Background: an optimization exercise with open tools, aiming at small area and a short achievable clock period. Do not read the settings as production practice.
The RTL was checked by simulation tests, not by an equivalence proof against the original design.

==> flow/design.v (outline; a module is shown in full before it is edited, if it fits) <==
// module filter: 7051 lines
// module fa: 4 lines
// module ha: 4 lines
module filter(
	input             clk,
	input             n_reset,
	input      [15:0] x_in,
	output reg [15:0] y_out,
	input            h_write,
	input      [4:0] h_idx,
	input     [15:0] h_data
);
  // ...
==> flow/flow/run.sh <==
#!/bin/bash
# Standard ORFS layout (standard.sh), with the timing repair steps aiming at
# a setup slack margin so they shorten the critical paths beyond the 15 ns clock.
set -euo pipefail
cd "$(dirname "$0")/.."
export SETUP_SLACK_MARGIN=9
bash standard.sh synth > synth_make.log 2>&1
bash standard.sh floorplan > floorplan_make.log 2>&1
bash standard.sh place > place_make.log 2>&1
bash standard.sh cts > cts_make.log 2>&1
bash standard.sh route > route_make.log 2>&1
bash standard.sh finish > finish_make.log 2>&1
==> flow/standard.sh <==
#!/bin/bash
# synth_recipe.tcl (not shown) runs the flow's synth.tcl, then flattens the netlist and writes it again
# the make line also repeats each setting of config.mk as NAME=value (left out here)
make -C /OpenROAD-flow-scripts/flow DESIGN_CONFIG=/design/flow/config.mk WORK_HOME=/design/flow/orfs CLKGATE_MAP_FILE= SYNTH_SCRIPT=/design/flow/synth_recipe.tcl "${@:-finish}"
==> flow/config.mk <==
export PLATFORM = sky130hd
export DESIGN_NAME = filter
export DESIGN_NICKNAME = filter
export VERILOG_FILES = /design/flow/design.v
export SDC_FILE = /design/flow/constraint.sdc
export NUM_CORES = 4
export LEC_CHECK = 0
export CAP_MARGIN = 20
export CORE_MARGIN = 2
export CORE_UTILIZATION = 35
export PLACE_DENSITY = 0.5
export SLEW_MARGIN = 20
export SYNTH_HIERARCHICAL = 1
export SYNTH_MINIMUM_KEEP_SIZE = 0
==> flow/constraint.sdc <==
create_clock -name core_clock -period 15.0 [get_ports {clk}]
set_input_delay 3.0000 -clock core_clock [delete_from_list [all_inputs] [get_ports {clk}]]
set_output_delay 3.0000 -clock core_clock [all_outputs]
set_load 0.01 [all_outputs]
==> qor.csv, run 1 <==
metric,value,unit
fillers,43191,
place_area,0.165,mm²
slew_violations,0,
cp-start-kind,flip-flop,
std_cell_rows,247,
worst-r2r-cell-count,9,
crit_top_cell,fa_1,
arrival,7.29,ns
outcome,no timing/DRC/antenna violations,
cp-endpoint,sa_27_3,
diodes,247,
synth_edf_count,0,
n_all_inverters,47,
dr.first_iter.drc_count,30600,
hpwl,1080,mm
post-route-period-util,43.4,%
critPathLaunch,h[1][15],
clock_area_share,3.06,%
met3WireLength,251,mm
synth_area_per_cell,11.1,µm²
ys_types,79,
htreeDepth,4,
multiInputGateArea,0.125,mm²
worst-path-stages,9,
yosysSeqAreaShare,18.0,%
slew_headroom,7.54,%
end_kind,flip-flop,
clk_latency,1.02,ns
worst_hold_path.endpoint,xe[13][5],
final_cell_mix,"a22oi_1, xnor2_1, fa_1, buf_4, nand2_1",
clock_buffers,200,
synth_area_leaders,"fa_1, xnor2_1, dfrtp_1",
hold_depth,0,
finalCriticalPeriod,6.52,ns
synth_simple_gate_area_share,3.41,%
==> run 2, diff against run 1 <==
--- a/flow/config.mk
+++ b/flow/config.mk
@@ -9,5 +9,5 @@
 export CORE_MARGIN = 2
 export CORE_UTILIZATION = 35
-export PLACE_DENSITY = 0.5
+export MIN_ROUTING_LAYER = met2
 export SLEW_MARGIN = 20
 export SYNTH_HIERARCHICAL = 1
==> qor.csv, run 2 <==
metric,value,unit,change
synth_top_area_share,39.2,%,
error,[ERROR GRT-0116] Global routing finished with congestion. Check the congestion regions in the DRC Viewer.,,
io_buffers,55,,
std_cell_rows,247,,unchanged
outcome,aborted with a tool error,,
synth_area,0.159,mm²,
start_util,35.1,%,
stop_stage,global routing,,
place_area,0.165,mm²,about the same
htreeDepth,4,,unchanged
ys_warn_count,11,,
synthCells,14343,,
synth_ff_type,dfrtp_1,,
async_flop_share,100,%,
fp.dieW,677,µm,
ys_top_cells_by_count,"fa_1, a22oi_1, xnor2_1",,
yosysSeqAreaShare,18.0,%,unchanged
ys_ff_latch,1127,,
grt_max_degree,145,,
yosysMostFrequentCell,fa_1,,
synth_fp_nets,17591,,
gp_congestion,1.48,,
ys_types,79,,unchanged
clock_path_buffers,4,,
synth_area_per_cell,11.1,µm²,unchanged
hpwl,1100,mm,+1.9%
die_h,677,µm,
synth_area_leaders,"fa_1, xnor2_1, dfrtp_1",,
ios,56,,
cts_made_buffers,163,,
cts-root-buf,clkbuf_16,,
synth_top_area_cell,fa_1,,
cts_sinks,1127,,
synth_edf_count,0,,unchanged
cts_hold_buf,0,,
## run 2: cell counts after synthesis
No cell type changed its count.
## run 2: kinds of logic after synthesis
logic type	Yosys count	share of synthesized area (%)
compound gates	3738	16.7
fa+ha+maj	3212	40.0
xor+xnor	3049	16.8
buf+inv	1872	4.59
simple gates	1283	3.41
flops	1127	18.0
mux	62	0.394
## run 2: repair_timing
action                                  4_1_cts
setup buffers                               661
pin swaps                                   340
endpoints found under the setup margin      188
gates resized for setup                    1615
## run 2: worst max-delay path by stage
stage	cells past startpoint	slack (ns)	start	to
after global placement	15	6.93	h_idx[1]	dd[14]
after floorplan	12	9.14	xe[9][14]	sa_18_7
after CTS	12	8.88	h[16][3]	sa_20_6
after detailed placement	15	7.08	h_idx[1]	dd[14]
## run 2: metrics by stage
| stage | std cells | worst slack (ns) |
|---|---|---|
| 3_5_place_dp | 19279 | 7.08 |
| 3_3_place_gp | 19278 | 6.93 |
| 4_1_cts | 20240 | 8.88 |
| 2_1_floorplan | 14343 | 9.14 |
## run 2: per-module statistics from Yosys (local to each module, per instance)
module / cells inside / copies in the design
filter: 11206 / 1
ha: 1 / 31
fa: 1 / 3106

## afterwards: timing with drivers on the ports
No port has a modelled driver above. Below, the same layout with a new extraction and two added sets of constraints.
Step 1 (the two cells are an assumption about what drives the block):
set clk [get_ports {clk}]
set_driving_cell -lib_cell sky130_fd_sc_hd__clkbuf_16 $clk
set_driving_cell -lib_cell sky130_fd_sc_hd__buf_2 [delete_from_list [all_inputs] $clk]
Step 2 also shifts input and output timing later by t, the mid clock arrival at the registers, as if the neighbouring blocks saw the same clock.
a / b / c = ideal / step 1 / step 2; a / b = the first two.
run: run 1
shift t [ns]: 1.116
setup WS [ns]: 8.485 / 8.485 / 7.868
hold WS [ns]: 0.375 / 0.375 / 0.375
worst slew at a driven data input, ns: 0.20
pins driven straight from the clock port: 1
After both steps run 1 still meets setup and hold. For run 1, drivers alone change the setup slack by 0.000 ns; drivers and shift together by -0.617 ns.
